Context: an optimization exercise on an open-source flow, tuned for small area. The choices shown serve that exercise and are no tape-out recipe.
In this exercise RTL edits were held to simulation tests only and were not proved equivalent to the original.
The flow treats the clock pin as an ideal source, which a real chip does not have.
Power figures rest on the tool's default switching activity, not on a simulated workload.

==> flow/design.v <==
module BREATH_LED (
	input wire        CLK,
	input wire        RSTN,
	output wire [3:0] LED
);
reg [9:0]  P;
reg [9:0]  X;
reg        G;
reg [20:0] B;
reg        DIR;
reg [2:0]  ST;
localparam [9:0]  PM = 10'b1010101010;
localparam [9:0]  XM = 10'b1010101010;
localparam        GM = 1'b0;
localparam [20:0] BM = 21'b010101010101010101010;
localparam        DM = 1'b0;
localparam [2:0]  SM = 3'b000;
localparam [9:0]  S    = 10'b0011010001;   
localparam [9:0]  S999 = 10'b0001101000;   
localparam [9:0]  X999 = 10'b0000110100;   
localparam [20:0] BEND = 21'b110000001000011001000;   
localparam [20:0] B999 = 21'b111000000100001100100;   
wire [9:0]  p   = P ^ PM;
wire [9:0]  x   = X ^ XM;
wire        g   = G ^ GM;
wire [20:0] b   = B ^ BM;
wire        dir = DIR ^ DM;
wire [2:0]  st  = ST ^ SM;
wire wrapP = (p == S);
wire wrapB = (b == BEND);
wire x0    = (x == S);
wire x1000 = (x == S999);
wire fx = x[9] ^ x[6] ^ x0;
wire [9:0] x1 = {x[8:0], fx};
wire [9:0] x2 = {x[7:0], fx, x[8] ^ x[5]};
wire hold = wrapP & ~dir & ~x0;
wire dbl  = wrapP &  dir & ~x1000;
wire on   = g & ~x0;
reg [2:0] st_next;
always @(*) begin
	case (st)
		3'b000: st_next = 3'b011;
		3'b011: st_next = 3'b111;
		3'b111: st_next = 3'b101;
		3'b101: st_next = 3'b010;
		3'b010: st_next = 3'b110;
		3'b110: st_next = 3'b100;
		3'b100: st_next = 3'b000;
		default: st_next = 3'bxxx;
	endcase
end
always @(posedge CLK) begin
	if (!RSTN) begin
		P <= S999 ^ PM; X <= X999 ^ XM; G <= GM; B <= B999 ^ BM; DIR <= 1'b1 ^ DM; ST <= 3'b100 ^ SM;
	end else begin
		P <= {p[8:0], p[9] ^ p[6] ^ wrapP} ^ PM;
		X <= (hold ? x : dbl ? x2 : x1) ^ XM;
		G <= (wrapP | on) ^ GM;
		B <= {b[19:0], b[20] ^ b[18] ^ wrapB} ^ BM;
		if (wrapB) begin
			DIR <= ~DIR;
			if (dir) ST <= st_next ^ SM;
		end
	end
end
assign LED[0] = on & (st == 3'b000 | st == 3'b011);
assign LED[1] = on & (st == 3'b111 | st == 3'b100);
assign LED[2] = on & (st == 3'b101 | st == 3'b110);
assign LED[3] = on & (st == 3'b010);
endmodule
==> flow/flow/run.sh <==
#!/bin/bash
# Standard ORFS layout (the standard.sh), with these changes:
#  - synthesis maps the logic with an area-oriented ABC script (flow/area.abc);
#    registers are mapped by the standard script before ABC runs, so they are
#    the same cells as in the standard synthesis. The standard synthesis is
#    run first and kept as ref_synth.v; flow/match_names.py then gives each
#    register the instance name the standard synthesis gives it (yosys numbers
#    some register names, and the numbers depend on the mapped logic).
#  - port buffers use the smallest buffer cell
#  - the clock reaches the flip-flops through 3 clock buffers, each driving
#    the flip-flops of one vertical strip (flow/cts_pre.tcl), instead of
#    TritonCTS's two-level H-tree
# Each tool's full output is in the log files named below (make's output) and
# in orfs/logs (each step's log).
set -euo pipefail
R=$PWD/orfs/results/sky130hd/BREATH_LED/base
L=$PWD/orfs/logs/sky130hd/BREATH_LED/base

# 1. the standard synthesis, for the register names
bash standard.sh synth > make_ref_synth.log 2>&1
cp $R/1_2_yosys.v ref_synth.v
cp $L/1_2_yosys.log ref_synth_yosys.log
rm -f $R/1_2_yosys.v $R/1_2_yosys.sdc $R/1_synth.odb $R/1_synth.sdc $R/1_synth.v

# 2. the area-oriented synthesis, with the standard register names
export MY_ABC_SCRIPT=$PWD/flow/area.abc
ARGS=(SYNTH_SCRIPT=$PWD/flow/synth_area.tcl
      "BUFFER_PORTS_ARGS=-buffer_cell sky130_fd_sc_hd__buf_1"
      PRE_CTS_TCL=$PWD/flow/cts_pre.tcl)
bash standard.sh $R/1_2_yosys.v "${ARGS[@]}" > make_area_synth.log 2>&1
python3 flow/match_names.py ref_synth.v $R/1_2_yosys.v > match_names.log 2>&1

# 3. the rest of the layout
bash standard.sh finish "${ARGS[@]}" > make_finish.log 2>&1
==> flow/flow/area.abc <==
strash
&get -n
&deepsyn -T 30
&put
dch -f
amap
topo
==> flow/flow/cts_pre.tcl <==
# Runs before clock_tree_synthesis (PRE_CTS_TCL). TritonCTS then skips the
# clock nets, which already have clock buffers.
# Manual clock distribution: split the flip-flops into NCLUST groups by
# position and drive each group from its own clock buffer fed by the clock port.
proc manual_cts { nclust bufcell } {
  set block [ord::get_db_block]
  set sinks {}
  foreach inst [$block getInsts] {
    set m [$inst getMaster]
    if { [$m isSequential] } {
      set loc [$inst getLocation]
      lappend sinks [list [lindex $loc 0] [lindex $loc 1] [$inst getName]]
    }
  }
  # sort by x then split into vertical strips, then sort each strip by y
  set sinks [lsort -integer -index 0 $sinks]
  set n [llength $sinks]
  set groups {}
  for { set g 0 } { $g < $nclust } { incr g } {
    set lo [expr { ($g * $n) / $nclust }]
    set hi [expr { (($g + 1) * $n) / $nclust - 1 }]
    lappend groups [lrange $sinks $lo $hi]
  }
  set k 0
  foreach grp $groups {
    set pins {}
    set sx 0; set sy 0
    foreach s $grp {
      lappend pins [get_pins "[lindex $s 2]/CLK"]
      set sx [expr { $sx + [lindex $s 0] }]
      set sy [expr { $sy + [lindex $s 1] }]
    }
    set cnt [llength $grp]
    set dbu [$block getDbUnitsPerMicron]
    set x [expr { double($sx) / $cnt / $dbu }]
    set y [expr { double($sy) / $cnt / $dbu }]
    insert_buffer -buffer_cell $bufcell -net CLK -load_pins $pins -location [list $x $y] -buffer_name clkbuf_m$k -net_name clknet_m$k
    incr k
  }
}

manual_cts 4 sky130_fd_sc_hd__clkbuf_4
==> flow/flow/match_names.py <==
#!/usr/bin/env python3
# Give every flip-flop of the area-optimised synthesis (CUR) the instance name
# that the standard synthesis (REF) gives the flip-flop driving the same net.
# Yosys names most registers after their Q net, but some registers get numbered
# names (_NNN_) whose numbers depend on the rest of the netlist; this makes
# them equal to the standard synthesis's. Any other identifier that would clash
# with a new name is renamed first. Exits non-zero if the registers differ.
import re, sys

ref_path, cur_path = sys.argv[1], sys.argv[2]
ID = r'(\\\S+ |[A-Za-z_][A-Za-z0-9_$]*)'
INST = re.compile(r'\bsky130_fd_sc_hd__(\w+)\s+' + ID + r'\s*\((.*?)\);', re.S)

def flops(text):
    res = {}
    for m in INST.finditer(text):
        cell, inst, conns = m.group(1), m.group(2).strip(), m.group(3)
        if not cell.startswith('df'):
            continue
        q = re.search(r'\.Q\(\s*' + ID + r'\s*\)', conns)
        res[q.group(1).strip()] = (inst, cell)
    return res

ref_text = open(ref_path).read()
cur_text = open(cur_path).read()
ref, cur = flops(ref_text), flops(cur_text)
if set(ref) != set(cur):
    sys.exit('registers drive different nets: %s' % sorted(set(ref) ^ set(cur)))
for q in ref:
    if ref[q][1] != cur[q][1]:
        sys.exit('register on %s has cell %s, standard synthesis %s' % (q, cur[q][1], ref[q][1]))

renames = {cur[q][0]: ref[q][0] for q in cur if cur[q][0] != ref[q][0]}
if not renames:
    print('all %d register names already match' % len(cur))
    sys.exit(0)

def tok(name):
    if name.startswith('\\'):
        return re.escape(name) + r'(?= )'
    return r'(?<![\w$\\])' + re.escape(name) + r'(?![\w$])'

# identifiers in use, to avoid clashes
used = set(t.strip() for t in re.findall(ID, cur_text))
targets = set(renames.values())
n = 0
moves = {}
for t in targets:
    if t in used and t not in renames:
        while True:
            fresh = '_mn%d_' % n
            n += 1
            if fresh not in used:
                break
        moves[t] = fresh
# first move clashing identifiers out of the way, then rename registers via
# temporary names so that swaps work
for old, new in moves.items():
    cur_text = re.sub(tok(old), new, cur_text)
tmp = {}
for i, old in enumerate(renames):
    t = '_mntmp%d_' % i
    cur_text = re.sub(tok(old), t, cur_text)
    tmp[t] = renames[old]
for t, new in tmp.items():
    cur_text = re.sub(tok(t), new.replace('\\', '\\\\'), cur_text)

check = flops(cur_text)
for q in ref:
    if check[q][0] != ref[q][0]:
        sys.exit('rename failed for register on %s' % q)
open(cur_path, 'w').write(cur_text)
print('renamed %d registers, moved %d clashing names' % (len(renames), len(moves)))
==> flow/flow/synth_area.tcl <==
proc synth {args} { yosys synth -nofsm -noshare {*}$args }
set f [open $::env(SCRIPTS_DIR)/synth.tcl]
set s [read $f]
close $f
set n 0
set s [string map [list {log_cmd abc {*}$abc_args} "log_cmd abc -script $::env(MY_ABC_SCRIPT) {*}\$lib_args {*}\$lib_dont_use_args"] $s]
if { [string first $::env(MY_ABC_SCRIPT) $s] < 0 } { error "abc call not found in synth.tcl" }
uplevel #0 $s
# left out here: clear keep_hierarchy, flatten, clean up, hide names made inside functions, write 1_2_yosys.v
==> flow/standard.sh <==
#!/bin/bash
# synth_recipe.tcl (not shown) runs the flow's synth.tcl, then flattens the netlist and writes it again
# the make line also repeats each setting of config.mk as NAME=value (left out here)
make -C /OpenROAD-flow-scripts/flow DESIGN_CONFIG=/design/flow/config.mk WORK_HOME=/design/flow/orfs CLKGATE_MAP_FILE= SYNTH_SCRIPT=/design/flow/synth_recipe.tcl "${@:-finish}"
==> flow/config.mk <==
export PLATFORM = sky130hd
export DESIGN_NAME = BREATH_LED
export DESIGN_NICKNAME = BREATH_LED
export VERILOG_FILES = /design/flow/design.v
export SDC_FILE = /design/flow/constraint.sdc
export NUM_CORES = 4
export LEC_CHECK = 0
export CAP_MARGIN = 0
export CORE_MARGIN = 2
export CORE_UTILIZATION = 70
export GPL_TIMING_DRIVEN = 0
export SLEW_MARGIN = 0
==> flow/constraint.sdc <==
create_clock -name core_clock -period 5.0 [get_ports {CLK}]
set_input_delay 1.0000 -clock core_clock [delete_from_list [all_inputs] [get_ports {CLK}]]
set_output_delay 1.0000 -clock core_clock [all_outputs]
set_load 0.01 [all_outputs]
==> out/metrics.csv, run 1 <==
metric;value;unit
type of element capturing the critical path;register;
count of nets after finishing;163;
GRT Residual Overflow;0;
post-synthesis cell type with the largest combined area;dfxtp_1;
Crit Path Class;in2reg;
worst slew slack as a fraction of its limit;20.1;%
routability congestion estimate from global placement;0.785;
global-route wire length before repair;4520;um
total I/O pin count;6;
ys flop type;dfxtp_1;
CP startpoint kind;input pin;
commonest cells after routing, fill and taps aside;dfxtp_1 (46), nand2_1 (23), nor2_1 (23), clkinv_1 (14), a222oi_1 (9);
die width;49.8;um
worst hold path class;reg2reg;
Starting Density;74.9;%
Seq/Total Area, Yosys;62.7;%
result of the run;timing/DRC/antenna clean;
Detailed Place HPWL;1800;um
PostCTS Resize Cnt;0;
post-route setup TNS;0;ns
DR iter-0 viols;58;
R2R Path Start;P[4];
IR Drop Worst-Case VDD;0.000333;V
final setup skew;0.0204;ns
main combinational cell family by area after synthesis;simple AND/OR/NAND/NOR gates;
number of non-filler instances in the completed layout;186;
RSZ-0062 raised after global routing;false;
synthesis-to-finish area growth;5.62;%
Least-Margin Pin Slew;1.19;ns
total global routing track utilization;22.3;%
Post-synth EDFFs;0;
delay of the slowest cell on the worst path;0.94;ns
number of register bits inferred by synthesis;46;
peak clock frequency supported by timing;283;MHz
largest driver fanout on the critical path;20;
Synthesized Nets;152;
Post-CTS Repair Setup Buffers;0;
number of placement rows;16;
ANT nets after route;0;
maximum number of pins on one net before global-route repair;21;
biggest area contributors in the synthesized netlist;dfxtp_1 (63%), a222oi_1 (6.1%), nand2_1 (5.9%), nor2_1 (5.9%), clkinv_1 (3.6%);
FF-to-FF path depth;8;
Worst-Skew Late Latency;0.17;ns
mean instance size in the synthesized netlist;9.79;um2
hold_sp;P[8];
DRC viols;0;
DP Cell Count;182;
Hold Crit Endpoint;P[9];
CTS clock-pin slew for the worst setup and hold paths;0.12;ns
critical path's slowest cell;nor3_1;
share of flip-flops with an asynchronous set or reset after synthesis;0;%
share of Yosys cell area claimed by the top area cell type;62.7;%
cell area after synthesis;0.00147;mm2
Routed wire per std cell;13.5;um
endpoint required time on the critical path;5.07;ns
post-synthesis cell type count;23;
number of global-route vias before repair;1108;
fraction of the mapped netlist area in compound gates;11.2;%
PD cells;352;mW/mm2
Adder-Cell Fraction of Synth Area;0;%
multiplexer fraction of the synthesized cell area;0;%
arrival time at the worst endpoint;3.60;ns
crit path cell chain;buf_1 -> nand2_1 -> nor3_1 -> nor3_1 -> a222oi_1 -> clkinv_1;
Vias per Instance;5.91;
min Tclk post-route;3.54;ns
Post-Synthesis Cells;150;
cell type with the highest occurrence count on the critical path;nor3_1;
count of endpoints failing setup in the final report;0;
diode insertion count for antenna repair;0;
leakage component of the power;0.000594;uW
simple-gate share of the synthesized area;21.9;%
Vias;1100;
number of max-cap violations;0;
Final Max Slew Viols;0;
number of cells traversed by the worst hold path;1;
final period utilization;70.8;%
number of buffers inserted for hold repair after clock tree synthesis;0;
fraction of layout cells with a size suffix above 1;2.52;%
fraction of synthesized cell area in xor and xnor cells;0.596;%
placeable core area;0.00196;mm2
antenna violations before repair;0;
number of hold violations in the final report;0;
leading cell type in the layout, fill and taps excluded;dfxtp_1;
number of I/O port buffers;5;
DRT Wirelength;2510;um
Register-to-Register Setup Slack;1.77;ns
vertical die dimension;49.8;um
number of optimization iterations in the first detailed-route pass;4;
count of warnings emitted by yosys;1;
end of the worst register-to-register path;X[6];
Total Die Area;0.00248;mm2
[how the worst max path moves through the flow]
stage | start | to | slack [ns] | depth (start not counted)
final | RSTN | X[6] | 1.46 | 6
after detailed placement | RSTN | X[2] | 1.33 | 4
after CTS | RSTN | X[2] | 1.33 | 4
after global placement | RSTN | register | 1.46 | 4
after floorplan | RSTN | X[6] | 2.54 | 5
after global routing | RSTN | X[6] | 1.21 | 6
[where the power goes]
part / internal (uW) / switching (uW)
sequential: 384 / 11.1
combinational: 10.7 / 16.4
clock: 38.5 / 84.4
total: 433 / 112
[layer usage]
metal | up-vias | track usage, % | wire (um)
li1 | 550 | - | -
met1 | 520 | 26.5 | 1070
met2 | 22 | 43.6 | 1300
met3 | 8 | 1.82 | 82
met4 | 0 | 4.17 | 53
met5 | - | 0 | 0
[synthesized netlist by cell type, types with 2 or more instances]
cell      count
dfxtp_1      46
nand2b_1      2
o21ai_0       5
or4_1         2
nor4_1        2
clkinv_1     14
nand2_1      23
nor4bb_1      2
a222oi_1      9
nand3_1       2
nor2_1       23
nor3_1        7
nand4_1       2
o21a_1        2
[per-stage QoR]
stage	area [um2]	worst slack (ns)	power [uW]	hold WS, ns	util (%)
3_3_place_gp	1520	1.46	428	0.358	77.6
2_1_floorplan	1470	2.54	420	0.353	-
6_report	1550	1.46	545	0.370	79.1
5_1_grt	1550	1.21	564	0.400	79.1
3_5_place_dp	1520	1.33	431	0.364	77.6
4_1_cts	1550	1.33	525	0.364	79.1
[cell type report, without the clock buffers]
cell class	count	area, um2
flip-flops and latches	46	921
multi-input cells	90	495
fillers	132	410
inverters	14	52.6
well taps	27	33.8
repair buffers	5	18.8
[worst max-delay path, delay by kind of cell]
| kind | cells | cell delay [ns] |
|---|---|---|
| buffers and inverters | 2 | 0.71 |
| AO/OA/AOI/OAI | 1 | 0.39 |
| AND/OR/NAND/NOR | 3 | 1.50 |
[logic make-up (layout without fill, tap and decap cells)]
group           Yosys count  in the layout
buf+inv                  14             23
simple gates             69             69
flops                    46             46
compound gates           20             20
xor+xnor                  1              1
==> inputs of run 2 (changes only) <==
--- a/flow/flow/cts_pre.tcl
+++ b/flow/flow/cts_pre.tcl
@@ -39,4 +39,4 @@
   }
 }
 
-manual_cts 4 sky130_fd_sc_hd__clkbuf_4
+manual_cts 4 sky130_fd_sc_hd__buf_4
--- a/flow/config.mk
+++ b/flow/config.mk
@@ -7,6 +7,6 @@
 export LEC_CHECK = 0
 export CAP_MARGIN = 0
 export CORE_MARGIN = 2
-export CORE_UTILIZATION = 70
+export CORE_UTILIZATION = 40
 export GPL_TIMING_DRIVEN = 0
 export SLEW_MARGIN = 0
==> out/metrics.csv, run 2 <==
metric;value;unit
result of the run;timing/DRC/antenna clean;
power dissipated by switching net loads;185;uW
ANT nets after route;0;
simple-gate share of the synthesized area;21.9;%
biggest area contributors in the synthesized netlist;dfxtp_1 (63%), a222oi_1 (6.1%), nand2_1 (5.9%), nor2_1 (5.9%), clkinv_1 (3.6%);
number of hold violations in the final report;0;
Vias per Instance;5.13;
FF-to-FF path depth;8;
switching share of power;20.9;%
clock share of power;52.2;%
mean instance size in the synthesized netlist;9.79;um2
diode insertion count for antenna repair;0;
RSZ-0062 raised after global routing;false;
ys flop type;dfxtp_1;
commonest cells after routing, fill and taps aside;dfxtp_1 (46), nand2_1 (23), nor2_1 (23), clkbuf_8 (15), clkinv_1 (14);
cell area after placement;0.00155;mm2
number of non-filler instances in the completed layout;224;
CP startpoint kind;register;
number of I/O port buffers;5;
clock tree from TritonCTS;yes;
share of total power in sequential cells;44.7;%
count of nets after finishing;178;
Starting Density;40.7;%
type of element capturing the critical path;output pin;
GRT Residual Overflow;0;
Vias;1149;
endpoint required time on the critical path;4.00;ns
CTS clock-pin slew for the worst setup and hold paths;0.05;ns
maximum number of pins on one net before global-route repair;21;
multiplexer fraction of the synthesized cell area;0;%
Detailed Place HPWL;1730;um
IR Drop Worst-Case VDD;0.000337;V
total global routing track utilization;14.4;%
synthesis-to-finish area growth;22.1;%
leakage component of the power;0.000708;uW
main combinational cell family by area after synthesis;simple AND/OR/NAND/NOR gates;
die width;64.6;um
global-route wire length before repair;4630;um
Synthesized Nets;152;
fraction of layout cells with a size suffix above 1;11.4;%
Crit Path Class;reg2out;
arrival time at the worst endpoint;2.30;ns
Final Max Slew Viols;0;
DP Cell Count;203;
leading cell type in the layout, fill and taps excluded;dfxtp_1;
Routed wire per std cell;12.0;um
Seq/Total Area, Yosys;62.7;%
Adder-Cell Fraction of Synth Area;0;%
worst slew slack as a fraction of its limit;25.6;%
share of flip-flops with an asynchronous set or reset after synthesis;0;%
final period utilization;66.1;%
portion of total power attributed to combinational logic;3.1;%
total I/O pin count;6;
worst hold path class;reg2reg;
PD cells;495;mW/mm2
dominant cell by count in the synthesized netlist;dfxtp_1;
number of register bits inferred by synthesis;46;
post-synthesis cell type with the largest combined area;dfxtp_1;
Total Die Area;0.00417;mm2
most frequent cells after synthesis;dfxtp_1 (46), nand2_1 (23), nor2_1 (23);
number of cells traversed by the worst hold path;1;
Post-Synthesis Cells;150;
final setup skew;0.0127;ns
antenna violations before repair;0;
share of Yosys cell area claimed by the top area cell type;62.7;%
post-route setup TNS;0;ns
Filler Cells Inserted;342;
placeable core area;0.00361;mm2
fraction of synthesized cell area in xor and xnor cells;0.596;%
final standard cell area without fillers;0.00179;mm2
routability congestion estimate from global placement;0.798;
peak clock frequency supported by timing;303;MHz
vertical die dimension;64.6;um
Internal;702;uW
fraction of the mapped netlist area in compound gates;11.2;%
post-synthesis cell type count;23;
cell area after synthesis;0.00147;mm2
Worst-Skew Late Latency;0.56;ns
largest driver fanout on the critical path;3;
Register-to-Register Setup Slack;1.90;ns
number of global-route vias before repair;1147;
DR iter-0 viols;138;
Post-synth EDFFs;0;
number of placement rows;22;
number of max-cap violations;0;
count of warnings emitted by yosys;1;
DRT Wirelength;2690;um
Least-Margin Pin Slew;1.11;ns
PostCTS Resize Cnt;0;
DRC viols;0;
count of endpoints failing setup in the final report;0;
Multi-input gate area;495;um2
number of optimization iterations in the first detailed-route pass;6;
min Tclk post-route;3.30;ns
register area;921;um2
number of buffers inserted for hold repair after clock tree synthesis;0;
Post-CTS Repair Setup Buffers;0;
## run 2: cell counts after synthesis
No cell type changed its count.
## run 2: cell type report, without the clock buffers
type                    instances  area share, %
flip-flops and latches         46           51.4
clock inverters                 1          0.279
multi-input cells              90           27.6
inverters                      14           2.93
well taps                      48           3.35
repair buffers                  5           1.05
## run 2: routing by layer
layer  vias up  share of wire, %  global-route usage, %
met5         -                 0                      0
met4         0               3.1                   7.98
met3         9               5.1                   6.94
met2        35                49                   22.9
met1       531                43                   15.8
li1        574                 -                      -
## run 2: logic make-up (layout without fill, tap and decap cells)
logic type | count (synthesis) | count (layout)
simple gates | 69 | 69
buf+inv | 14 | 40
xor+xnor | 1 | 1
flops | 46 | 46
compound gates | 20 | 20
## run 2: final timing paths
path,startpoint,endpoint
worst min-delay path,B[1],B[2]
worst max-delay path,register,LED[0]
worst min register to register,B[1],B[2]
worst max register to register,P[6],X[8]
## run 2: power by group through the flow
stage                     Clock [uW]  Combinational, uW  Sequential (uW)
after floorplan                    0               19.9              400
after global placement             0               26.2              403
after detailed placement           0               27.0              404
after CTS                        478               27.3              396
after global routing             496               31.8              398
final                            463               27.2              397
## run 2: critical path, stage by stage (launching register included)
cell      delay (ns)
dfxtp_1         0.33
clkinv_1        0.10
nor4_1          0.34
nor4b_1         0.44
nand2b_1        0.21
or2_0           0.14
nor2_1          0.05
buf_1           0.13
## run 2: metrics by stage
stage | total power [uW] | utilization [%] | setup slack, ns | hold slack, ns
floorplan | 420 | - | 2.54 | 0.353
global placement | 429 | 42.9 | 1.36 | 0.359
detailed placement | 431 | 42.9 | 1.34 | 0.363
CTS | 902 | 49.7 | 1.67 | 0.376
global route | 926 | 49.7 | 1.39 | 0.388
finish | 887 | 49.7 | 1.70 | 0.376
==> inputs of run 3 (changes only) <==
--- a/flow/flow/cts_pre.tcl
+++ b/flow/flow/cts_pre.tcl
@@ -39,4 +39,4 @@
   }
 }
 
-manual_cts 4 sky130_fd_sc_hd__buf_4
+manual_cts 3 sky130_fd_sc_hd__buf_6
==> out/metrics.csv, run 3 <==
metric;value;unit
PD cells;482;mW/mm2
vertical die dimension;64.6;um
routability congestion estimate from global placement;0.798;
hold_sp;B[12];
commonest cells after routing, fill and taps aside;dfxtp_1 (46), nand2_1 (23), nor2_1 (23), clkinv_1 (14), clkbuf_8 (13);
R2R Path Start;P[6];
CP startpoint kind;register;
mean instance size in the synthesized netlist;9.79;um2
post-route setup TNS;0;ns
peak clock frequency supported by timing;302;MHz
clock share of power;50.6;%
Least-Margin Pin Slew;1.11;ns
switching share of power;21.3;%
type of element capturing the critical path;output pin;
top routing layer in use;met4;
most frequent cells after synthesis;dfxtp_1 (46), nand2_1 (23), nor2_1 (23);
min Tclk post-route;3.31;ns
largest driver fanout on the critical path;3;
crit path cell chain;clkinv_1 -> nor4_1 -> nor4b_1 -> nand2b_1 -> or2_0 -> nor2_1 -> buf_1;
number of placement rows;22;
total I/O pin count;6;
share of total power in sequential cells;46.3;%
number of global-route vias before repair;1121;
number of optimization iterations in the first detailed-route pass;6;
DRC viols;0;
count of warnings emitted by yosys;1;
Final Max Slew Viols;0;
dominant cell by count in the synthesized netlist;dfxtp_1;
share of Yosys cell area claimed by the top area cell type;62.7;%
die width;64.6;um
Post-Synthesis Cells;150;
global-route wire length before repair;4640;um
number of register bits inferred by synthesis;46;
fraction of layout cells with a size suffix above 1;10.3;%
Synthesized Nets;152;
PostCTS Resize Cnt;0;
Post-synth EDFFs;0;
biggest area contributors in the synthesized netlist;dfxtp_1 (63%), a222oi_1 (6.1%), nand2_1 (5.9%), nor2_1 (5.9%), clkinv_1 (3.6%);
portion of total power attributed to combinational logic;3.2;%
placeable core area;0.00361;mm2
share of flip-flops with an asynchronous set or reset after synthesis;0;%
power dissipated by switching net loads;182;uW
count of endpoints failing setup in the final report;0;
maximum number of pins on one net before global-route repair;21;
result of the run;timing/DRC/antenna clean;
number of hold violations in the final report;0;
number of buffers inserted for hold repair after clock tree synthesis;0;
diode insertion count for antenna repair;0;
DR WL met2;1280;um
IR Drop Worst-Case VDD;0.000346;V
smallest setup slack after layout;1.69;ns
Detailed Place HPWL;1730;um
cell area after synthesis;0.00147;mm2
count of nets after finishing;174;
ys flop type;dfxtp_1;
Internal;674;uW
Total Die Area;0.00417;mm2
Worst-Skew Late Latency;0.57;ns
CTS clock-pin slew for the worst setup and hold paths;0.06;ns
synthesis-to-finish area growth;20.8;%
Seq/Total Area, Yosys;62.7;%
Post-CTS Repair Setup Buffers;0;
RSZ-0062 raised after global routing;false;
final setup skew;0.0119;ns
antenna violations before repair;0;
worst slew slack as a fraction of its limit;25.2;%
leading cell type in the layout, fill and taps excluded;dfxtp_1;
leakage component of the power;0.000693;uW
delay of the slowest cell on the worst path;0.44;ns
pre-CTS setup slack;1.34;ns
Crit Path Class;reg2out;
GRT Residual Overflow;0;
endpoint required time on the critical path;4.00;ns
DRT Wirelength;2660;um
number of I/O port buffers;5;
post-synthesis cell type with the largest combined area;dfxtp_1;
final total power;855;uW
Met1 Routed Length;1160;um
post-synthesis cell type count;23;
worst hold path class;reg2reg;
Vias per Instance;5.19;
met3 wire len;122;um
ANT nets after route;0;
Vias;1153;
DR iter-0 viols;142;
clock tree from TritonCTS;yes;
arrival time at the worst endpoint;2.31;ns
Routed wire per std cell;12.0;um
critical path's slowest cell;nor4b_1;
Starting Density;40.7;%
number of max-cap violations;0;
total global routing track utilization;14.5;%
final period utilization;66.3;%
## run 3: cell counts after synthesis
Identical to the previous run, type by type.
## run 3: path summary, 6_finish.rpt
| check | end | slack [ns] | cells past startpoint |
|---|---|---|---|
| worst min-delay path | B[13] | 0.38 | 1 |
| worst max register to register | X[6] | 1.91 | 8 |
| worst max-delay path | LED[0] | 1.69 | 7 |
| worst min register to register | B[13] | 0.38 | 1 |
## run 3: cells by family after synthesis
| kind of cell | count (synthesis) | share of synthesized area (%) |
|---|---|---|
| buffers and inverters | 14 | 3.58 |
| AND/OR/NAND/NOR | 69 | 21.9 |
| flip-flops | 46 | 62.7 |
| AO/OA/AOI/OAI | 20 | 11.2 |
| XOR/XNOR | 1 | 0.596 |
## run 3: final cells by class, without the clock buffers
| type | count | area (um2) |
|---|---|---|
| repair buffers | 5 | 18.8 |
| flip-flops and latches | 46 | 921 |
| fillers | 344 | 1830 |
| clock inverters | 2 | 10.0 |
| inverters | 14 | 52.6 |
| multi-input cells | 90 | 495 |
| well taps | 48 | 60.1 |
## run 3: power groups by stage
stage | clock (uW) | combinational (uW) | sequential, uW
4_1_cts | 447 | 27.3 | 396
2_1_floorplan | 0 | 19.9 | 400
3_3_place_gp | 0 | 26.2 | 403
5_1_grt | 465 | 31.6 | 398
3_5_place_dp | 0 | 27.0 | 404
6_report | 433 | 27.0 | 396
## run 3: critical path, delay by kind of cell (launching register included)
| family | cells | cell delay, ns |
|---|---|---|
| flops | 1 | 0.34 |
| buf+inv | 2 | 0.23 |
| simple gates | 5 | 1.17 |
## run 3: per-layer routing
metal  global-route usage, %  up-vias
met5                       0        -
met4                    8.78        0
met3                    6.08       10
met2                    23.3       29
met1                    15.8      544
li1                        -      570
## run 3: through the flow
| step | cells | util, % | hold WS (ns) | cell area [um2] |
|---|---|---|---|---|
| floorplan | 150 | - | 0.353 | 1470 |
| global placement | 203 | 42.9 | 0.359 | 1550 |
| detailed placement | 203 | 42.9 | 0.363 | 1550 |
| CTS | 222 | 49.2 | 0.375 | 1770 |
| global route | 222 | 49.2 | 0.397 | 1770 |
| finish | 222 | 49.2 | 0.375 | 1770 |
==> inputs of run 4 (changes only) <==
--- a/flow/flow/cts_pre.tcl
+++ b/flow/flow/cts_pre.tcl
@@ -39,4 +39,4 @@
   }
 }
 
-manual_cts 3 sky130_fd_sc_hd__buf_6
+manual_cts 3 sky130_fd_sc_hd__clkbuf_8
==> out/metrics.csv, run 4 <==
metric;value;unit
result of the run;timing/DRC/antenna clean;
leakage component of the power;0.000597;uW
commonest cells after routing, fill and taps aside;dfxtp_1 (46), nand2_1 (23), nor2_1 (23), clkinv_1 (14), a222oi_1 (9);
biggest area contributors in the synthesized netlist;dfxtp_1 (63%), a222oi_1 (6.1%), nand2_1 (5.9%), nor2_1 (5.9%), clkinv_1 (3.6%);
total I/O pin count;6;
maximum number of pins on one net before global-route repair;21;
leading cell type in the layout, fill and taps excluded;dfxtp_1;
count of endpoints failing setup in the final report;0;
IR Drop Worst-Case VDD;0.000231;V
Synthesized Nets;152;
largest driver fanout on the critical path;20;
number of placement rows;22;
ys flop type;dfxtp_1;
antenna violations before repair;0;
Detailed Place HPWL;1730;um
GRT Residual Overflow;0;
Least-Margin Pin Slew;1.12;ns
number of register bits inferred by synthesis;46;
post-route setup TNS;0;ns
PD cells;354;mW/mm2
share of flip-flops with an asynchronous set or reset after synthesis;0;%
Register-to-Register Setup Slack;1.88;ns
number of max-cap violations;0;
endpoint required time on the critical path;5.11;ns
Filler Cells Inserted;359;
DP Cell Count;203;
origin of the worst setup path;RSTN;
post-synthesis cell type with the largest combined area;dfxtp_1;
final period utilization;69.9;%
Crit Path Class;in2reg;
FF-to-FF path depth;8;
diode insertion count for antenna repair;0;
DR iter-0 viols;140;
share of Yosys cell area claimed by the top area cell type;62.7;%
CTS clock-pin slew for the worst setup and hold paths;0.10;ns
Post-synth EDFFs;0;
most frequent cells after synthesis;dfxtp_1 (46), nand2_1 (23), nor2_1 (23);
cell area after synthesis;0.00147;mm2
Routed wire per std cell;11.8;um
global-route wire length before repair;4330;um
count of nets after finishing;162;
number of global-route vias before repair;1027;
CP startpoint kind;input pin;
dominant cell by count in the synthesized netlist;dfxtp_1;
DRC viols;0;
Vias per Instance;5.20;
arrival time at the worst endpoint;3.60;ns
mean instance size in the synthesized netlist;9.79;um2
final setup skew;0.0212;ns
PostCTS Resize Cnt;0;
count of warnings emitted by yosys;1;
share of the core filled with cells;44.1;%
R2R Path Start;P[6];
RSZ-0062 raised after global routing;false;
number of buffers inserted for hold repair after clock tree synthesis;0;
Worst-Skew Late Latency;0.16;ns
Final Max Slew Viols;0;
placeable core area;0.00361;mm2
die width;64.6;um
Total Die Area;0.00417;mm2
number of non-filler instances in the completed layout;206;
Starting Density;40.7;%
ANT nets after route;0;
vertical die dimension;64.6;um
post-synthesis cell type count;23;
min Tclk post-route;3.49;ns
Post-CTS Repair Setup Buffers;0;
routability congestion estimate from global placement;0.798;
worst slew slack as a fraction of its limit;24.9;%
number of I/O port buffers;5;
number of hold violations in the final report;0;
synthesis-to-finish area growth;8.18;%
worst hold path class;reg2reg;
DRT Wirelength;2420;um
peak clock frequency supported by timing;286;MHz
total global routing track utilization;12.3;%
fraction of layout cells with a size suffix above 1;1.90;%
Vias;1072;
type of element capturing the critical path;register;
end of the worst register-to-register path;X[6];
number of optimization iterations in the first detailed-route pass;4;
Post-Synthesis Cells;150;
Seq/Total Area, Yosys;62.7;%
[run 4: cell types whose count changed in the layout (fill, tap and decap cells not counted), sizes merged]
cell      previous run  this run
clkinvlp             1         0
buf                  8         5
clkbuf              14         3
clkinv              15        14
[run 4: worst min-delay path by stage]
| stage | startpoint | to | slack (ns) | depth (start not counted) |
|---|---|---|---|---|
| after global routing | B[12] | B[13] | 0.40 | 1 |
| after floorplan | B[14] | B[15] | 0.35 | 1 |
| after CTS | B[8] | B[9] | 0.37 | 1 |
| final | B[8] | B[9] | 0.38 | 1 |
| after detailed placement | B[0] | B[1] | 0.36 | 1 |
| after global placement | B[1] | B[2] | 0.36 | 1 |
[run 4: logic make-up after synthesis]
logic type | count (synthesis) | synth area share, %
buffers and inverters | 14 | 3.58
XOR/XNOR | 1 | 0.596
AND/OR/NAND/NOR | 69 | 21.9
flip-flops | 46 | 62.7
AO/OA/AOI/OAI | 20 | 11.2
[run 4: critical path: stages]
cell	delay (ns)
buf_1	0.60
clkinv_1	0.73
nor3_1	0.98
a221o_1	0.28
[run 4: area by class of cell, without the clock buffers]
cell class | count | area (um2) | area share (%)
flip-flops and latches | 46 | 921 | 58.0
multi-input cells | 90 | 495 | 31.2
inverters | 14 | 52.6 | 3.31
repair buffers | 5 | 18.8 | 1.18
well taps | 48 | 60.1 | 3.78
[run 4: metal layers]
layer | share of wire, % | GRT usage [%] | vias to the layer above
li1 | - | - | 540
met3 | 3.1 | 1.74 | 4
met1 | 46 | 15.0 | 511
met2 | 50 | 23.2 | 17
met4 | 1.3 | 1.86 | 0
met5 | 0 | 0 | -
[run 4: where the power goes]
part	switching, uW	internal (uW)
Combinational	16.3	10.7
Clock	85.8	55.4
Sequential	10.9	384
Total	113	450
[run 4: per-stage QoR]
stage | worst slack (ns) | total power (uW) | cell area (um2) | hold slack [ns]
after CTS | 1.32 | 542 | 1590 | 0.366
after detailed placement | 1.34 | 431 | 1550 | 0.363
final | 1.51 | 563 | 1590 | 0.377
after global routing | 1.12 | 588 | 1590 | 0.399
after floorplan | 2.54 | 420 | 1470 | 0.353
after global placement | 1.36 | 429 | 1550 | 0.359
==> inputs of run 5 (changes only) <==
--- a/flow/flow/run.sh
+++ b/flow/flow/run.sh
@@ -7,9 +7,10 @@
 #    register the instance name the standard synthesis gives it (yosys numbers
 #    some register names, and the numbers depend on the mapped logic).
 #  - port buffers use the smallest buffer cell
-#  - the clock reaches the flip-flops through 3 clock buffers, each driving
+#  - the clock reaches the flip-flops through a few buffers, each driving
 #    the flip-flops of one vertical strip (flow/cts_pre.tcl), instead of
-#    TritonCTS's two-level H-tree
+#    TritonCTS's two-level H-tree (CTS_ARGS lists that buffer so that
+#    TritonCTS leaves those clock nets alone)
 # Each tool's full output is in the log files named below (make's output) and
 # in orfs/logs (each step's log).
 set -euo pipefail
@@ -26,7 +27,8 @@
 export MY_ABC_SCRIPT=$PWD/flow/area.abc
 ARGS=(SYNTH_SCRIPT=$PWD/flow/synth_area.tcl
       "BUFFER_PORTS_ARGS=-buffer_cell sky130_fd_sc_hd__buf_1"
-      PRE_CTS_TCL=$PWD/flow/cts_pre.tcl)
+      PRE_CTS_TCL=$PWD/flow/cts_pre.tcl
+      "CTS_ARGS=-sink_clustering_enable -repair_clock_nets -buf_list sky130_fd_sc_hd__buf_4")
 bash standard.sh $R/1_2_yosys.v "${ARGS[@]}" > make_area_synth.log 2>&1
 python3 flow/match_names.py ref_synth.v $R/1_2_yosys.v > match_names.log 2>&1
 
--- a/flow/flow/cts_pre.tcl
+++ b/flow/flow/cts_pre.tcl
@@ -39,4 +39,4 @@
   }
 }
 
-manual_cts 3 sky130_fd_sc_hd__clkbuf_8
+manual_cts 4 sky130_fd_sc_hd__buf_4
==> out/metrics.csv, run 5 <==
metric;value;unit
Routed wire per std cell;12.0;um
placeable core area;0.00361;mm2
Register-to-Register Setup Slack;1.86;ns
count of nets after finishing;163;
Internal;437;uW
Least-Margin Pin Slew;1.14;ns
largest driver fanout on the critical path;20;
number of max-cap violations;0;
arrival time at the worst endpoint;3.64;ns
FF-to-FF path depth;8;
Final Max Slew Viols;0;
DRC viols;0;
peak clock frequency supported by timing;282;MHz
number of I/O port buffers;5;
Hold Crit Endpoint;B[9];
fraction of synthesized cell area in xor and xnor cells;0.596;%
final period utilization;70.8;%
dominant cell by count in the synthesized netlist;dfxtp_1;
delay of the slowest cell on the worst path;1.00;ns
diode insertion count for antenna repair;0;
portion of total power attributed to combinational logic;5.0;%
die width;64.6;um
endpoint required time on the critical path;5.09;ns
Detailed Place HPWL;1730;um
simple-gate share of the synthesized area;21.9;%
final setup skew;0.0194;ns
total I/O pin count;6;
DR iter-0 viols;140;
GRT Residual Overflow;0;
result of the run;timing/DRC/antenna clean;
Adder-Cell Fraction of Synth Area;0;%
biggest area contributors in the synthesized netlist;dfxtp_1 (63%), a222oi_1 (6.1%), nand2_1 (5.9%), nor2_1 (5.9%), clkinv_1 (3.6%);
end of the worst register-to-register path;X[6];
switching share of power;20.6;%
main combinational cell family by area after synthesis;simple AND/OR/NAND/NOR gates;
Post-CTS Repair Setup Buffers;0;
number of placement rows;22;
leading cell type in the layout, fill and taps excluded;dfxtp_1;
mean instance size in the synthesized netlist;9.79;um2
commonest cells after routing, fill and taps aside;dfxtp_1 (46), nand2_1 (23), nor2_1 (23), clkinv_1 (14), a222oi_1 (9);
CP startpoint kind;input pin;
IR Drop Worst-Case VDD;0.000270;V
ys flop type;dfxtp_1;
R2R Path Start;P[6];
Seq/Total Area, Yosys;62.7;%
fraction of the mapped netlist area in compound gates;11.2;%
post-route setup TNS;0;ns
vertical die dimension;64.6;um
share of the core filled with cells;43.8;%
worst hold path class;reg2reg;
crit path cell chain;buf_1 -> clkinv_1 -> nor3_1 -> a221o_1;
number of optimization iterations in the first detailed-route pass;4;
Worst-Skew Late Latency;0.15;ns
DRT Wirelength;2480;um
power dissipated by switching net loads;113;uW
number of cells traversed by the worst hold path;1;
global-route wire length before repair;4350;um
maximum number of pins on one net before global-route repair;21;
total global routing track utilization;12.3;%
multiplexer fraction of the synthesized cell area;0;%
number of global-route vias before repair;1034;
hold_sp;B[8];
type of element capturing the critical path;register;
CTS clock-pin slew for the worst setup and hold paths;0.11;ns
final total power;550;uW
min Tclk post-route;3.54;ns
share of Yosys cell area claimed by the top area cell type;62.7;%
worst slew slack as a fraction of its limit;23.5;%
count of endpoints failing setup in the final report;0;
number of register bits inferred by synthesis;46;
fraction of layout cells with a size suffix above 1;2.52;%
critical path's slowest cell;nor3_1;
count of warnings emitted by yosys;1;
Post-synth EDFFs;0;
post-synthesis cell type with the largest combined area;dfxtp_1;
PD cells;349;mW/mm2
Vias;1085;
Final Hold Slack;0.373;ns
Synthesized Nets;152;
leakage component of the power;0.000595;uW
Starting Density;40.7;%
RSZ-0062 raised after global routing;false;
ANT nets after route;0;
Crit Path Class;in2reg;
post-synthesis cell type count;23;
number of hold violations in the final report;0;
share of flip-flops with an asynchronous set or reset after synthesis;0;%
antenna violations before repair;0;
number of buffers inserted for hold repair after clock tree synthesis;0;
cell area after synthesis;0.00147;mm2
Total Die Area;0.00417;mm2
Vias per Instance;5.24;
most frequent cells after synthesis;dfxtp_1 (46), nand2_1 (23), nor2_1 (23);
Post-Synthesis Cells;150;
PostCTS Resize Cnt;0;
share of total power in sequential cells;71.8;%
clock share of power;23.2;%
routability congestion estimate from global placement;0.798;
synthesis-to-finish area growth;7.41;%
run 5: cell types whose count changed in the layout (fill, tap and decap cells not counted), sizes merged:
| cell | before | now |
|---|---|---|
| buf | 5 | 9 |
| clkbuf | 3 | 0 |
run 5: logic make-up (layout without fill, tap and decap cells):
kind of cell | after synthesis | count (layout)
simple gates | 69 | 69
buf+inv | 14 | 23
xor+xnor | 1 | 1
compound gates | 20 | 20
flops | 46 | 46
run 5: critical path: cells and delay by family:
kind	cells	cell delay, ns
buffers and inverters	2	1.33
AOI/OAI and AO/OA	1	0.29
and+or+nand+nor	1	1.00
run 5: worst max path at each step:
stage	from	to	slack [ns]	depth (start not counted)
finish	RSTN	register	1.46	4
global route	RSTN	X[6]	1.12	6
CTS	RSTN	register	1.32	4
detailed placement	RSTN	register	1.34	4
global placement	RSTN	register	1.36	4
floorplan	RSTN	X[6]	2.54	5
run 5: metrics by stage:
step                setup slack (ns)  instances  cell area [um2]
floorplan                       2.54        150             1470
global placement                1.36        203             1550
detailed placement              1.34        203             1550
CTS                             1.32        207             1580
global route                    1.12        207             1580
finish                          1.46        207             1580
run 5: per-layer routing:
layer | vias to the layer above | global-route usage (%) | wire, um
met4 | 0 | 1.86 | 34
met1 | 512 | 15.0 | 1110
li1 | 544 | - | -
met3 | 4 | 1.74 | 95
met2 | 25 | 23.3 | 1240
met5 | - | 0 | 0
run 5: power groups by stage:
stage | clock, uW | combinational [uW] | sequential (uW)
after floorplan | 0 | 19.9 | 400
after global placement | 0 | 26.2 | 403
after detailed placement | 0 | 27.0 | 404
after CTS | 97.6 | 27.3 | 404
after global routing | 146 | 31.7 | 397
final | 128 | 27.4 | 395
run 5: layout make-up, without the clock buffers:
class / count / area (um2)
fill: 363 / 2030
tap: 48 / 60.1
inverter: 14 / 52.6
multi-input combinational: 90 / 495
sequential: 46 / 921
timing repair buffer: 5 / 18.8
==> inputs of run 6 (changes only) <==
--- a/flow/flow/run.sh
+++ b/flow/flow/run.sh
@@ -28,7 +28,7 @@
 ARGS=(SYNTH_SCRIPT=$PWD/flow/synth_area.tcl
       "BUFFER_PORTS_ARGS=-buffer_cell sky130_fd_sc_hd__buf_1"
       PRE_CTS_TCL=$PWD/flow/cts_pre.tcl
-      "CTS_ARGS=-sink_clustering_enable -repair_clock_nets -buf_list sky130_fd_sc_hd__buf_4")
+      "CTS_ARGS=-sink_clustering_enable -repair_clock_nets -buf_list sky130_fd_sc_hd__buf_6")
 bash standard.sh $R/1_2_yosys.v "${ARGS[@]}" > make_area_synth.log 2>&1
 python3 flow/match_names.py ref_synth.v $R/1_2_yosys.v > match_names.log 2>&1
 
--- a/flow/flow/cts_pre.tcl
+++ b/flow/flow/cts_pre.tcl
@@ -39,4 +39,4 @@
   }
 }
 
-manual_cts 4 sky130_fd_sc_hd__buf_4
+manual_cts 3 sky130_fd_sc_hd__buf_6
==> out/metrics.csv, run 6 <==
metric;value;unit
CP startpoint kind;input pin;
number of register bits inferred by synthesis;46;
peak clock frequency supported by timing;284;MHz
Register-to-Register Setup Slack;1.91;ns
Final Hold Slack;0.379;ns
number of I/O port buffers;5;
critical path's slowest cell;nor3_1;
final period utilization;70.3;%
routability congestion estimate from global placement;0.798;
Hold Crit Endpoint;B[13];
end of the worst register-to-register path;X[6];
count of nets after finishing;162;
number of buffers inserted for hold repair after clock tree synthesis;0;
number of hold violations in the final report;0;
number of placement rows;22;
Starting Density;40.7;%
CTS clock-pin slew for the worst setup and hold paths;0.11;ns
count of warnings emitted by yosys;1;
Routed wire per std cell;11.7;um
Synthesized Nets;152;
DP Cell Count;203;
most frequent cells after synthesis;dfxtp_1 (46), nand2_1 (23), nor2_1 (23);
hold_sp;B[12];
mean instance size in the synthesized netlist;9.79;um2
ANT nets after route;0;
pre-CTS setup slack;1.34;ns
number of max-cap violations;0;
vertical die dimension;64.6;um
Worst-Skew Late Latency;0.13;ns
crit path cell chain;buf_1 -> clkinv_1 -> nor3_1 -> a221o_1;
final standard cell area without fillers;0.00158;mm2
fraction of layout cells with a size suffix above 1;1.90;%
type of element capturing the critical path;register;
ys flop type;dfxtp_1;
result of the run;timing/DRC/antenna clean;
RSZ-0062 raised after global routing;false;
smallest setup slack after layout;1.48;ns
leading cell type in the layout, fill and taps excluded;dfxtp_1;
placeable core area;0.00361;mm2
diode insertion count for antenna repair;0;
arrival time at the worst endpoint;3.59;ns
FF-to-FF path depth;8;
Total Die Area;0.00417;mm2
number of optimization iterations in the first detailed-route pass;5;
total I/O pin count;6;
Final Max Slew Viols;0;
worst hold path class;reg2reg;
number of non-filler instances in the completed layout;206;
worst slew slack as a fraction of its limit;25.4;%
Crit Path Class;in2reg;
R2R Path Start;P[6];
post-synthesis cell type with the largest combined area;dfxtp_1;
biggest area contributors in the synthesized netlist;dfxtp_1 (63%), a222oi_1 (6.1%), nand2_1 (5.9%), nor2_1 (5.9%), clkinv_1 (3.6%);
count of endpoints failing setup in the final report;0;
endpoint required time on the critical path;5.08;ns
final setup skew;0.0189;ns
post-synthesis cell type count;23;
share of Yosys cell area claimed by the top area cell type;62.7;%
delay of the slowest cell on the worst path;0.97;ns
PD cells;350;mW/mm2
synthesis-to-finish area growth;7.67;%
number of cells traversed by the worst hold path;1;
min Tclk post-route;3.52;ns
DRC viols;0;
Post-Synthesis Cells;150;
maximum number of pins on one net before global-route repair;21;
IR Drop Worst-Case VDD;0.000219;V
cell area after placement;0.00155;mm2
GRT Residual Overflow;0;
DRT Wirelength;2410;um
commonest cells after routing, fill and taps aside;dfxtp_1 (46), nand2_1 (23), nor2_1 (23), clkinv_1 (14), a222oi_1 (9);
total global routing track utilization;12.3;%
Seq/Total Area, Yosys;62.7;%
number of global-route vias before repair;1027;
dominant cell by count in the synthesized netlist;dfxtp_1;
Detailed Place HPWL;1730;um
Post-CTS Repair Setup Buffers;0;
die width;64.6;um
Least-Margin Pin Slew;1.11;ns
Vias;1098;
global-route wire length before repair;4330;um
Post-synth EDFFs;0;
largest driver fanout on the critical path;20;
antenna violations before repair;0;
Vias per Instance;5.33;
post-route setup TNS;0;ns
leakage component of the power;0.000594;uW
DR iter-0 viols;140;
PostCTS Resize Cnt;0;
share of flip-flops with an asynchronous set or reset after synthesis;0;%
cell area after synthesis;0.00147;mm2
-- run 6: worst max-delay path by stage --
stage,start,to,depth (start not counted)
after detailed placement,RSTN,register,4
after CTS,RSTN,register,4
final,RSTN,register,4
after global routing,RSTN,X[6],6
after global placement,RSTN,register,4
after floorplan,RSTN,X[6],5
-- run 6: per-layer routing --
layer / track usage [%] / wire, um / up-vias
met1: 15.0 / 1050 / 520
li1: - / - / 544
met5: 0 / 0 / -
met2: 23.2 / 1210 / 28
met4: 1.86 / 40 / 0
met3: 1.74 / 108 / 6
-- run 6: critical path: cells and delay by family --
family	cells	cell delay [ns]
buf+inv	2	1.33
simple gates	1	0.97
compound gates	1	0.28
-- run 6: where the power goes --
part	total [uW]	internal, uW	leakage [uW]	switching, uW
clock	131	48.2	0.0000182	83.2
combinational	27.0	10.7	0.000195	16.3
sequential	395	384	0.000381	10.8
-- run 6: cell type report, without the clock buffers --
class,count,area [um2]
fill,359,2020
inverter,14,52.6
multi-input combinational,90,495
sequential,46,921
tap,48,60.1
timing repair buffer,5,18.8
-- run 6: cell families after synthesis --
family	count (synthesis)	share of synthesized area, %
and+or+nand+nor	69	21.9
DFF	46	62.7
AOI/OAI and AO/OA	20	11.2
buffers and inverters	14	3.58
xor gates and xnor gates	1	0.596
-- run 6: metrics by stage --
| stage | utilization, % | power (uW) |
|---|---|---|
| 2_1_floorplan | - | 420 |
| 3_3_place_gp | 42.9 | 429 |
| 5_1_grt | 43.9 | 580 |
| 3_5_place_dp | 42.9 | 431 |
| 4_1_cts | 43.9 | 535 |
| 6_report | 43.9 | 554 |
==> inputs of run 7 (changes only) <==
--- a/flow/flow/run.sh
+++ b/flow/flow/run.sh
@@ -28,7 +28,7 @@
 ARGS=(SYNTH_SCRIPT=$PWD/flow/synth_area.tcl
       "BUFFER_PORTS_ARGS=-buffer_cell sky130_fd_sc_hd__buf_1"
       PRE_CTS_TCL=$PWD/flow/cts_pre.tcl
-      "CTS_ARGS=-sink_clustering_enable -repair_clock_nets -buf_list sky130_fd_sc_hd__buf_6")
+      "CTS_ARGS=-sink_clustering_enable -repair_clock_nets -buf_list sky130_fd_sc_hd__buf_4")
 bash standard.sh $R/1_2_yosys.v "${ARGS[@]}" > make_area_synth.log 2>&1
 python3 flow/match_names.py ref_synth.v $R/1_2_yosys.v > match_names.log 2>&1
 
--- a/flow/flow/cts_pre.tcl
+++ b/flow/flow/cts_pre.tcl
@@ -12,14 +12,25 @@
       lappend sinks [list [lindex $loc 0] [lindex $loc 1] [$inst getName]]
     }
   }
-  # sort by x then split into vertical strips, then sort each strip by y
+  # split into vertical strips by x; with 4 groups, split into 2 strips by x
+  # and each strip into 2 by y
   set sinks [lsort -integer -index 0 $sinks]
   set n [llength $sinks]
   set groups {}
-  for { set g 0 } { $g < $nclust } { incr g } {
-    set lo [expr { ($g * $n) / $nclust }]
-    set hi [expr { (($g + 1) * $n) / $nclust - 1 }]
-    lappend groups [lrange $sinks $lo $hi]
+  if { $nclust == 4 } {
+    set half [expr { $n / 2 }]
+    foreach strip [list [lrange $sinks 0 [expr { $half - 1 }]] [lrange $sinks $half end]] {
+      set strip [lsort -integer -index 1 $strip]
+      set m [llength $strip]
+      set h2 [expr { $m / 2 }]
+      lappend groups [lrange $strip 0 [expr { $h2 - 1 }]] [lrange $strip $h2 end]
+    }
+  } else {
+    for { set g 0 } { $g < $nclust } { incr g } {
+      set lo [expr { ($g * $n) / $nclust }]
+      set hi [expr { (($g + 1) * $n) / $nclust - 1 }]
+      lappend groups [lrange $sinks $lo $hi]
+    }
   }
   set k 0
   foreach grp $groups {
@@ -39,4 +50,4 @@
   }
 }
 
-manual_cts 3 sky130_fd_sc_hd__buf_6
+manual_cts 4 sky130_fd_sc_hd__buf_4
==> out/metrics.csv, run 7 <==
metric;value;unit
Final Max Slew Viols;0;
end of the worst register-to-register path;X[6];
GRT Residual Overflow;0;
RSZ-0062 raised after global routing;false;
Routed wire per std cell;11.9;um
synthesis-to-finish area growth;7.41;%
vertical die dimension;64.6;um
final period utilization;70.7;%
dominant cell by count in the synthesized netlist;dfxtp_1;
origin of the worst setup path;RSTN;
number of max-cap violations;0;
total I/O pin count;6;
result of the run;timing/DRC/antenna clean;
IR Drop Worst-Case VDD;0.000242;V
number of global-route vias before repair;1050;
number of I/O port buffers;5;
biggest area contributors in the synthesized netlist;dfxtp_1 (63%), a222oi_1 (6.1%), nand2_1 (5.9%), nor2_1 (5.9%), clkinv_1 (3.6%);
Total Die Area;0.00417;mm2
worst hold path class;reg2reg;
DRC viols;0;
Post-Synthesis Cells;150;
DRT Wirelength;2450;um
share of flip-flops with an asynchronous set or reset after synthesis;0;%
Register-to-Register Setup Slack;1.89;ns
critical path's slowest cell;nor3_1;
crit path cell chain;buf_1 -> clkinv_1 -> nor3_1 -> a221o_1;
final standard cell area without fillers;0.00158;mm2
FF-to-FF path depth;8;
post-synthesis cell type with the largest combined area;dfxtp_1;
CTS clock-pin slew for the worst setup and hold paths;0.10;ns
post-route setup TNS;0;ns
arrival time at the worst endpoint;3.62;ns
PostCTS Resize Cnt;0;
fraction of layout cells with a size suffix above 1;2.52;%
final setup skew;0.0124;ns
DR iter-0 viols;133;
Synthesized Nets;152;
count of nets after finishing;163;
ys flop type;dfxtp_1;
worst slew slack as a fraction of its limit;24.6;%
Detailed Place HPWL;1730;um
Hold Crit Endpoint;B[2];
mean instance size in the synthesized netlist;9.79;um2
number of hold violations in the final report;0;
ANT nets after route;0;
number of optimization iterations in the first detailed-route pass;6;
leakage component of the power;0.000595;uW
endpoint required time on the critical path;5.08;ns
antenna violations before repair;0;
count of endpoints failing setup in the final report;0;
count of warnings emitted by yosys;1;
R2R Path Start;P[6];
number of buffers inserted for hold repair after clock tree synthesis;0;
hold_sp;B[1];
global-route wire length before repair;4370;um
Post-synth EDFFs;0;
Least-Margin Pin Slew;1.12;ns
Filler Cells Inserted;362;
leading cell type in the layout, fill and taps excluded;dfxtp_1;
die width;64.6;um
diode insertion count for antenna repair;0;
most frequent cells after synthesis;dfxtp_1 (46), nand2_1 (23), nor2_1 (23);
Vias;1090;
Post-CTS Repair Setup Buffers;0;
commonest cells after routing, fill and taps aside;dfxtp_1 (46), nand2_1 (23), nor2_1 (23), clkinv_1 (14), a222oi_1 (9);
total global routing track utilization;12.4;%
peak clock frequency supported by timing;283;MHz
Worst-Skew Late Latency;0.14;ns
number of placement rows;22;
PD cells;348;mW/mm2
number of cells traversed by the worst hold path;1;
Seq/Total Area, Yosys;62.7;%
number of register bits inferred by synthesis;46;
delay of the slowest cell on the worst path;1.00;ns
routability congestion estimate from global placement;0.798;
Vias per Instance;5.27;
min Tclk post-route;3.54;ns
placeable core area;0.00361;mm2
largest driver fanout on the critical path;20;
Starting Density;40.7;%
CP startpoint kind;input pin;
cell area after synthesis;0.00147;mm2
Crit Path Class;in2reg;
maximum number of pins on one net before global-route repair;21;
post-synthesis cell type count;23;
share of Yosys cell area claimed by the top area cell type;62.7;%
type of element capturing the critical path;register;
cell area after placement;0.00155;mm2
run 7: cell counts after synthesis:
Identical to the previous run, type by type.
run 7: logic make-up (layout without fill, tap and decap cells):
logic type / count (synthesis) / count (layout) / synth area share (%)
buffers and inverters: 14 / 23 / 3.58
XOR/XNOR: 1 / 1 / 0.596
AO/OA/AOI/OAI: 20 / 20 / 11.2
flip-flops: 46 / 46 / 62.7
AND/OR/NAND/NOR: 69 / 69 / 21.9
run 7: power breakdown:
| part | leakage [uW] | internal (uW) | switching (uW) |
|---|---|---|---|
| registers | 0.000381 | 384 | 10.9 |
| clock network | 0.0000192 | 42.1 | 84.2 |
| logic | 0.000195 | 10.7 | 16.3 |
| total | 0.000595 | 437 | 112 |
run 7: worst max path at each step:
stage,slack [ns],depth (start not counted),endpoint
final,1.46,4,register
after global routing,1.11,6,X[6]
after CTS,1.32,4,register
after detailed placement,1.34,4,register
after global placement,1.36,4,register
after floorplan,2.54,5,X[6]
run 7: metrics by stage:
step | util [%] | hold slack (ns) | std cells | power (uW) | setup WS, ns
after floorplan | - | 0.353 | 150 | 420 | 2.54
after global placement | 42.9 | 0.359 | 203 | 429 | 1.36
after detailed placement | 42.9 | 0.363 | 203 | 431 | 1.34
after CTS | 43.8 | 0.366 | 207 | 529 | 1.32
after global routing | 43.8 | 0.405 | 207 | 574 | 1.11
final | 43.8 | 0.387 | 207 | 548 | 1.46
run 7: final cells by class, without the clock buffers:
| class | count | area [um2] | share of cell area, % |
|---|---|---|---|
| Inverter | 14 | 52.6 | 3.33 |
| Timing Repair Buffer | 5 | 18.8 | 1.19 |
| Sequential cell | 46 | 921 | 58.4 |
| Multi-Input combinational cell | 90 | 495 | 31.4 |
| Tap cell | 48 | 60.1 | 3.81 |
run 7: critical path: cells and delay by family:
| kind | cells | cell delay, ns |
|---|---|---|
| AND/OR/NAND/NOR | 1 | 1.00 |
| AO/OA/AOI/OAI | 1 | 0.28 |
| buffers and inverters | 2 | 1.33 |
run 7: routing by layer:
metal	vias to the layer above	global-route usage [%]	share of wire, %
met5	-	0	0
met4	0	3.46	1.7
met3	6	1.22	3.3
met2	21	22.5	48
met1	520	15.6	47
li1	543	-	-

-- re-timing with driven ports --
How much do the figures lean on ideal ports? The routed layouts below were timed once more, with nothing changed but the port constraints.
Step 1 assumes that a clkbuf_16 drives the clock port and a buf_2 every other input.
Step 2 adds t to the input delays and takes it off the output delays; t is the mean of the earliest and latest rising clock arrival at the registers after step 1. Input paths then give back, and output paths get back, about the clock's delay inside the block.
a / b / c = no drivers / after step 1 / after step 2; a / b = the first two.
run	t, ns	setup slack, ns	clock arrival spread, ns
run 1	0.202	1.462 / 1.474 / 1.272	0.021 / 0.021
run 2	0.579	1.696 / 1.672 / 1.283	0.013 / 0.013
run 3	0.587	1.685 / 1.660 / 1.318	0.012 / 0.011
run 4	0.189	1.507 / 1.520 / 1.332	0.022 / 0.021
run 5	0.177	1.458 / 1.471 / 1.294	0.019 / 0.020
run 6	0.165	1.485 / 1.501 / 1.335	0.019 / 0.019
run 7	0.181	1.463 / 1.482 / 1.300	0.013 / 0.013
After both steps every run listed still meets setup and hold. The setup slack of run 2, which loses most, moves by -0.024 ns with the drivers and by -0.413 ns with both steps.
